Context: an optimization exercise on an open-source flow, tuned for small area, a short achievable clock period and few clock cycles per item. The choices shown serve that exercise and are no tape-out recipe. At most, simulation tests tie the RTL to the original design; equivalence was not proved. Power and IR drop assume default switching activity.

before:
## SQRT
module SQRT(
	RST,
	CLK,
	IN_VALID,
	IN,
	OUT_VALID,
	OUT
);
input CLK;
input RST;
input [15:0] IN;
input IN_VALID;
output [11:0] OUT;
output OUT_VALID;
reg OUT_VALID;
reg [13:0] G;       
reg [2:0] L;        
reg [13:0] E;       
reg formP;          
reg cin;            
wire idle = ~E[0];
reg [12:0] hot;
reg run;
integer i;
always @(*) begin
	run = 1'b1;
	for (i = 0; i < 13; i = i + 1) begin
		run = run & E[i];
		hot[i] = run & ~E[i+1];
	end
end
wire last = hot[0];
wire [12:0] B = E[13:1];
wire [14:0] sum = {1'b0, G} + {2'b01, ~B} + {14'd0, cin};
wire acc = sum[14];
wire xbit = L[2] ^ ~(L[1] | L[0]);   
wire inbit = (formP | acc) ? xbit : L[2];
wire [13:0] rem = acc ? sum[13:0] : G;
wire big = (&IN[15:4]) & (|IN[3:0]);
always @(posedge CLK) begin
	if (idle) begin
		G <= big ? 14'd0 : {1'b0, IN[15:3]};
		L <= big ? 3'd0 : IN[2:0];
		formP <= 1'b0;
		cin <= |IN[2:0];
	end else begin
		cin <= formP | acc | (|L[1:0]);
		G <= {rem[12:0], inbit};
		L <= {L[1:0], 1'b0};
		formP <= formP | acc;
	end
end
always @(posedge CLK) begin
	if (RST)
		E[0] <= 1'b0;
	else if (IN_VALID)
		E[0] <= 1'b1;
	else if (hot[0])
		E[0] <= 1'b0;
	for (i = 1; i < 14; i = i + 1) begin
		if (IN_VALID)
			E[i] <= (i < 12);
		else if (i >= 2 && hot[i-2])
			E[i] <= acc;
		else if (i < 13 && hot[i])
			E[i] <= 1'b0;
	end
end
assign OUT = E[13:2];
always @(posedge CLK) begin
	if (RST)
		OUT_VALID <= 1'b0;
	else
		OUT_VALID <= last;
end
endmodule
Size in the first run: roughly 32 I/O pins, about 1900 sq um of cells after synthesis.
==> module SQRT, before the edit <==
module SQRT(
	RST,
	CLK,
	IN_VALID,
	IN,
	OUT_VALID,
	OUT
);
input CLK;
input RST;
input [15:0] IN;
input IN_VALID;
output [11:0] OUT;
output OUT_VALID;
reg OUT_VALID;
reg [13:0] G;       
reg [2:0] L;        
reg [13:0] E;       
reg formP;          
reg cin;            
wire idle = ~E[0];
reg [12:0] hot;
reg run;
integer i;
always @(*) begin
	run = 1'b1;
	for (i = 0; i < 13; i = i + 1) begin
		run = run & E[i];
		hot[i] = run & ~E[i+1];
	end
end
wire last = hot[0];
wire [12:0] B = E[13:1];
wire [14:0] sum = {1'b0, G} + {2'b01, ~B} + {14'd0, cin};
wire acc = sum[14];
wire xbit = L[2] ^ ~(L[1] | L[0]);   
wire inbit = (formP | acc) ? xbit : L[2];
wire [13:0] rem = acc ? sum[13:0] : G;
wire big = (&IN[15:4]) & (|IN[3:0]);
always @(posedge CLK) begin
	if (idle) begin
		G <= big ? 14'd0 : {1'b0, IN[15:3]};
		L <= big ? 3'd0 : IN[2:0];
		formP <= 1'b0;
		cin <= |IN[2:0];
	end else begin
		cin <= formP | acc | (|L[1:0]);
		G <= {rem[12:0], inbit};
		L <= {L[1:0], 1'b0};
		formP <= formP | acc;
	end
end
always @(posedge CLK) begin
	if (RST)
		E[0] <= 1'b0;
	else if (IN_VALID)
		E[0] <= 1'b1;
	else if (hot[0])
		E[0] <= 1'b0;
	for (i = 1; i < 14; i = i + 1) begin
		if (IN_VALID)
			E[i] <= (i < 12);
		else if (i >= 2 && hot[i-2])
			E[i] <= acc;
		else if (i < 13 && hot[i])
			E[i] <= 1'b0;
	end
end
assign OUT = E[13:2];
always @(posedge CLK) begin
	if (RST)
		OUT_VALID <= 1'b0;
	else
		OUT_VALID <= last;
end
endmodule
export LEC_CHECK = 0
export CAP_MARGIN = 20
export CORE_MARGIN = 2
export CORE_UTILIZATION = 60
export SLEW_MARGIN = 20
create_clock -name core_clock -period 10.0 [get_ports {CLK}]
standard.sh (not shown) runs the stock make flow with config.mk's settings and CLKGATE_MAP_FILE= SYNTH_SCRIPT=/design/flow/synth_recipe.tcl, a recipe that flattens the netlist after the stock synthesis.
==> flow/flow/run.sh <==
#!/bin/bash
# Standard layout, except:
# - ABC maps the logic with flow/area.abc (area-oriented) instead of the speed script;
#   everything else in synthesis is the standard script (synth_recipe.tcl), so the
#   registers and their names are the standard synthesis's;
# - the smallest buffer on each input and output port;
# - timing repair aimed at a setup slack well beyond the required 0.
set -euo pipefail
W=$PWD
export BUFFER_PORTS_ARGS="-buffer_cell sky130_fd_sc_hd__buf_1"
export SETUP_SLACK_MARGIN=6.8
export MY_ABC_SCRIPT=$W/flow/area.abc
export FLOW_SYNTH_TCL=$W/synth_recipe.tcl
sed "s#SYNTH_SCRIPT=[^ ]*#SYNTH_SCRIPT=$W/flow/my_synth.tcl#" standard.sh > my_standard.sh
grep -q "SYNTH_SCRIPT=$W/flow/my_synth.tcl" my_standard.sh
bash my_standard.sh > standard_make.log 2>&1
==> flow/flow/area.abc <==
strash
&get -n
&dch -f
&nf -R 1000
&put
topo
==> flow/flow/my_synth.tcl <==
# The standard synthesis, with its ABC mapping script replaced by the one in MY_ABC_SCRIPT.
proc abc {args} {
  set i [lsearch -exact $args -script]
  if { $i >= 0 && [info exists ::env(MY_ABC_SCRIPT)] } {
    set args [lreplace $args [expr {$i + 1}] [expr {$i + 1}] $::env(MY_ABC_SCRIPT)]
  }
  yosys abc {*}$args
}
source $::env(FLOW_SYNTH_TCL)
Testbench counts of before, summed over its fixed seeds: cycles 41,608, items 3,200.
[inputs] after vs before
==> flow/design.v <==
module SQRT(
	RST,
	CLK,
	IN_VALID,
	IN,
	OUT_VALID,
	OUT
);
input CLK;
input RST;
input [15:0] IN;
input IN_VALID;
output [11:0] OUT;
output OUT_VALID;
reg OUT_VALID;
reg [3:0] k;        
reg [13:0] G;       
reg [2:0] L;        
reg [12:0] B;       
reg formP;          
wire idle = (k == 4'd15);
wire last = (k == 4'd0);
wire cin = formP | (|L);
wire [14:0] sum = {1'b0, G} + {2'b01, ~B} + {14'd0, cin};
wire acc = sum[14];
wire xbit = L[2] ^ ~(L[1] | L[0]);   
wire inbit = (formP | acc) ? xbit : L[2];
wire [13:0] rem = acc ? sum[13:0] : G;
wire big = (&IN[15:4]) & (|IN[3:0]);
always @(posedge CLK) begin
	if (idle) begin
		G <= big ? 14'd0 : {1'b0, IN[15:3]};
		L <= big ? 3'd0 : IN[2:0];
		formP <= 1'b0;
	end else begin
		formP <= formP | acc;
		G <= {rem[12:0], inbit};
		L <= {L[1:0], 1'b0};
	end
end
integer i;
always @(posedge CLK) begin
	for (i = 0; i < 13; i = i + 1) begin
		if (idle)
			B[i] <= (i < 11);
		else if (k == i - 1)
			B[i] <= acc;
		else if (k == i + 1)
			B[i] <= 1'b0;
	end
end
assign OUT = B[12:1];
always @(posedge CLK) begin
	if (RST)
		k <= 4'd15;
	else if (IN_VALID)
		k <= 4'd11;
	else if (!idle)
		k <= k - 4'd1;
end
always @(posedge CLK) begin
	if (RST)
		OUT_VALID <= 1'b0;
	else
		OUT_VALID <= last;
end
endmodule
--- outcome ---
- after finished every step from synthesis to the final layout, and the layout passed the timing, design-rule and antenna checks.
- Compared to before, after shows a narrower setup margin.
- In the flow results for after and before, the synthesis-to-layout area growth is larger on after.
- In the tables for after and before, portion of total power attributed to combinational logic reads lower with before.
- Going from before to after, met1 track demand over resource grows by 1.5 points.
- Cell area delta (after − before): unfavourable
- When after is measured against before, its maximum fanout along the worst path turns out 1 higher.
Testbench counts of after, summed over its fixed seeds: cycles 41,608, items 3,200.

========
SQRT with an RTL version that a note above also has.
For scale: roughly 32 I/O pins, roughly 2200 µm² of cells after synthesis.
==> module SQRT, before the edit <==
module SQRT(
	RST,
	CLK,
	IN_VALID,
	IN,
	OUT_VALID,
	OUT
);
input CLK;
input RST;
input [15:0] IN;
input IN_VALID;
output [11:0] OUT;
output OUT_VALID;
reg OUT_VALID;
reg [3:0] k;        
reg [13:0] G;       
reg [2:0] L;        
reg [12:0] B;       
reg formP;          
wire idle = (k == 4'd15);
wire last = (k == 4'd0);
wire cin = formP | (|L);
wire [14:0] sum = {1'b0, G} + {2'b01, ~B} + {14'd0, cin};
wire acc = sum[14];
wire xbit = L[2] ^ ~(L[1] | L[0]);   
wire inbit = (formP | acc) ? xbit : L[2];
wire [13:0] rem = acc ? sum[13:0] : G;
wire big = (&IN[15:4]) & (|IN[3:0]);
always @(posedge CLK) begin
	if (idle) begin
		G <= big ? 14'd0 : {1'b0, IN[15:3]};
		L <= big ? 3'd0 : IN[2:0];
		formP <= 1'b0;
	end else begin
		formP <= formP | acc;
		G <= {rem[12:0], inbit};
		L <= {L[1:0], 1'b0};
	end
end
integer i;
always @(posedge CLK) begin
	for (i = 0; i < 13; i = i + 1) begin
		if (idle)
			B[i] <= (i < 11);
		else if (k == i - 1)
			B[i] <= acc;
		else if (k == i + 1)
			B[i] <= 1'b0;
	end
end
assign OUT = B[12:1];
always @(posedge CLK) begin
	if (RST)
		k <= 4'd15;
	else if (IN_VALID)
		k <= 4'd11;
	else if (!idle)
		k <= k - 4'd1;
end
always @(posedge CLK) begin
	if (RST)
		OUT_VALID <= 1'b0;
	else
		OUT_VALID <= last;
end
endmodule
Settings: LEC_CHECK=0, CAP_MARGIN=20, CORE_MARGIN=2, CORE_UTILIZATION=60, SLEW_MARGIN=20; clock period 10.0 ns.
==> flow/flow/area.abc <==
strash
dch
map -a
topo
Scripts as last shown in full above: flow/flow/run.sh, flow/flow/my_synth.tcl
Testbench counts at the start, summed over its fixed seeds: cycles 41,608, items 3,200.
Then changed:
==> flow/design.v (replaced) <==
module SQRT(
	RST,
	CLK,
	IN_VALID,
	IN,
	OUT_VALID,
	OUT
);
input CLK;
input RST;
input [15:0] IN;
input IN_VALID;
output [11:0] OUT;
output OUT_VALID;
reg OUT_VALID;
reg [13:0] G;       
reg [2:0] L;        
reg [13:0] E;       
reg formP;          
wire idle = ~E[0];
reg [12:0] hot;
reg run;
integer i;
always @(*) begin
	run = 1'b1;
	for (i = 0; i < 13; i = i + 1) begin
		run = run & E[i];
		hot[i] = run & ~E[i+1];
	end
end
wire last = hot[0];
wire [12:0] B = E[13:1];
wire cin = formP | (|L);
wire [14:0] sum = {1'b0, G} + {2'b01, ~B} + {14'd0, cin};
wire acc = sum[14];
wire xbit = L[2] ^ ~(L[1] | L[0]);   
wire inbit = (formP | acc) ? xbit : L[2];
wire [13:0] rem = acc ? sum[13:0] : G;
wire big = (&IN[15:4]) & (|IN[3:0]);
always @(posedge CLK) begin
	if (idle) begin
		G <= big ? 14'd0 : {1'b0, IN[15:3]};
		L <= big ? 3'd0 : IN[2:0];
		formP <= 1'b0;
	end else begin
		G <= {rem[12:0], inbit};
		L <= {L[1:0], 1'b0};
		formP <= formP | acc;
	end
end
always @(posedge CLK) begin
	if (RST)
		E[0] <= 1'b0;
	else if (IN_VALID)
		E[0] <= 1'b1;
	else if (hot[0])
		E[0] <= 1'b0;
	for (i = 1; i < 14; i = i + 1) begin
		if (IN_VALID)
			E[i] <= (i < 12);
		else if (i >= 2 && hot[i-2])
			E[i] <= acc;
		else if (i < 13 && hot[i])
			E[i] <= 1'b0;
	end
end
assign OUT = E[13:2];
always @(posedge CLK) begin
	if (RST)
		OUT_VALID <= 1'b0;
	else
		OUT_VALID <= last;
end
endmodule
The changed run passed the timing, design-rule and antenna checks.
Routed wire length is lower by about a fifth.
Die area is lower by roughly a tenth.
Synthesized area is lower by roughly a tenth.
Clock-buffer cell count is unchanged.
Fmax is lower by a few percent.
Cell area is lower by a few percent.
First-iteration DRC count is lower by roughly a tenth.
Via count is lower by a little under a tenth.
Worst setup slack degrades by 0.061 ns.
Global-route usage is lower by 1.1 points.
Testbench counts after the change, summed over its fixed seeds: cycles 41,608, items 3,200.

========
SQRT, a different RTL version from the one above (not shown whole).
Size in the first run: about 290 cells after synthesis, roughly 35 flip-flops, roughly 2400 sq um of cells after synthesis.
==> module SQRT, before the edit <==
module SQRT(
	RST,
	CLK,
	IN_VALID,
	IN,
	OUT_VALID,
	OUT
);
input CLK;
input RST;
input [15:0] IN;
input IN_VALID;
output [11:0] OUT;
output OUT_VALID;
reg OUT_VALID;
reg [3:0] k;        
reg [13:0] G;       
reg [2:0] L;        
reg [11:0] Y;       
reg flag;           
wire idle = (k == 4'd15);
wire first = (k == 4'd11);
wire last = (k == 4'd0);
reg [11:0] mask;
integer i;
always @(*) begin
	for (i = 0; i < 12; i = i + 1)
		mask[i] = (i < k);
end
wire [13:0] B = {1'b0, Y, 1'b0} | {2'b00, mask};
wire formP = |Y;                    
wire cin = formP | (|L);
wire [14:0] sum = {1'b0, G} + {1'b0, ~B} + {14'd0, cin};
wire acc = sum[14];
wire xbit = L[2] ^ ~(L[1] | L[0]);   
wire inbit = (formP | acc) ? xbit : L[2];
wire [13:0] rem = acc ? sum[13:0] : G;
wire flagc = (&G[12:1]) & (G[0] | (|L));
always @(posedge CLK) begin
	if (IN_VALID) begin
		G <= {1'b0, IN[15:3]};
		L <= IN[2:0];
	end else begin
		G <= {rem[12:0], inbit};
		L <= {L[1:0], 1'b0};
	end
end
always @(posedge CLK) begin
	if (first)
		flag <= flagc;
end
always @(posedge CLK) begin
	for (i = 0; i < 12; i = i + 1) begin
		if (IN_VALID)
			Y[i] <= 1'b0;
		else if (k == i)
			Y[i] <= acc & ~(last & flag);
		else if (last & flag)
			Y[i] <= 1'b0;
	end
end
assign OUT = Y;
always @(posedge CLK) begin
	if (RST)
		k <= 4'd15;
	else if (IN_VALID)
		k <= 4'd11;
	else if (!idle)
		k <= k - 4'd1;
end
always @(posedge CLK) begin
	if (RST)
		OUT_VALID <= 1'b0;
	else
		OUT_VALID <= last;
end
endmodule
export LEC_CHECK = 0
export CAP_MARGIN = 20
export CORE_MARGIN = 2
export CORE_UTILIZATION = 40
export SLEW_MARGIN = 20
create_clock -name core_clock -period 10.0 [get_ports {CLK}]
run.sh (not shown) runs the stock make flow with config.mk's settings and CLKGATE_MAP_FILE= SYNTH_SCRIPT=/design/flow/synth_recipe.tcl, a recipe that flattens the netlist after the stock synthesis.
Stock flow here: none of the scripts above is used.
Testbench counts at the start, summed over its fixed seeds: cycles 41,608, items 3,200.
Change:
==> flow/design.v (replaced) <==
module SQRT(
	RST,
	CLK,
	IN_VALID,
	IN,
	OUT_VALID,
	OUT
);
input CLK;
input RST;
input [15:0] IN;
input IN_VALID;
output [11:0] OUT;
output OUT_VALID;
reg OUT_VALID;
reg [3:0] k;        
reg [13:0] G;       
reg [1:0] L;        
reg [11:0] Y;       
wire idle = (k == 4'd15);
wire last = (k == 4'd0);
reg [11:0] mask;
integer i;
always @(*) begin
	for (i = 0; i < 12; i = i + 1)
		mask[i] = (i < k);
end
wire [13:0] B = {1'b0, Y, 1'b0} | {2'b00, mask};
wire formP = |Y[10:0];                   
wire cin = formP | (|L);
wire [14:0] sum = {1'b0, G} + {1'b0, ~B} + {14'd0, cin};
wire acc = sum[14];
wire xbit = L[1] ^ ~L[0];           
wire inbit = (formP | acc) ? xbit : L[1];
wire [13:0] rem = acc ? sum[13:0] : G;
wire big = (&IN[15:4]) & (|IN[3:0]);
wire top = ~big & (IN[15] | IN[14] | ((&IN[13:3]) & (|IN[2:0])));
wire [13:0] G0 = IN[15:2] - (top ? 14'd4094 : 14'd0);
always @(posedge CLK) begin
	if (IN_VALID) begin
		G <= big ? 14'd0 : G0;
		L <= big ? 2'd0 : IN[1:0];
	end else begin
		G <= {rem[12:0], inbit};
		L <= {L[0], 1'b0};
	end
end
always @(posedge CLK) begin
	for (i = 0; i < 11; i = i + 1) begin
		if (IN_VALID)
			Y[i] <= 1'b0;
		else if (k == i)
			Y[i] <= acc;
	end
	if (IN_VALID)
		Y[11] <= top;
end
assign OUT = Y;
always @(posedge CLK) begin
	if (RST)
		k <= 4'd15;
	else if (IN_VALID)
		k <= 4'd10;
	else if (!idle)
		k <= k - 4'd1;
end
always @(posedge CLK) begin
	if (RST)
		OUT_VALID <= 1'b0;
	else
		OUT_VALID <= last;
end
endmodule
The changed run produced a clean layout.
Worst hold slack improves by 0.032 ns.
Area after synthesis increases by 7.4%.
Worst setup slack gets worse by 1.3 ns.
Synthesized cell count increases by 9.2%.
Wire length decreases by 0.65%.
Only the layout flow was run in the second run of this note; the RTL was not checked for function there.

==> re-timing with driven ports <==
In the flow no input, the clock included, has a driving cell. The finished layouts below were timed again as built, in two steps.
Step 1 sets driving cells, clkbuf_16 on the clock port and buf_2 on the other inputs (assumed; they add their load-dependent delay and slew).
Step 2 also shifts input and output timing later by t, the mid clock arrival at the registers, as if the neighbouring blocks saw the same clock.
Three values: ideal ports, drivers, drivers and shift; two values: the first two.
run	shift t [ns]	setup slack, ns	hold slack, ns
before	0.361	7.042 / 7.020 / 6.777	0.499 / 0.499 / 0.499
after	0.377	6.956 / 6.956 / 6.768	0.493 / 0.493 / 0.493
the first run of note 2	0.358	7.058 / 7.034 / 6.901	0.471 / 0.471 / 0.471
the second run of note 2	0.355	6.997 / 6.982 / 6.799	0.476 / 0.476 / 0.476
the first run of note 3	0.308	6.118 / 6.118 / 5.950	0.481 / 0.481 / 0.481
the second run of note 3	0.304	4.834 / 4.840 / 4.535	0.513 / 0.513 / 0.513
After both steps every run listed still meets setup and hold. For the second run of note 3, which loses most, drivers alone change the setup slack by +0.006 ns; drivers and shift together by -0.299 ns.
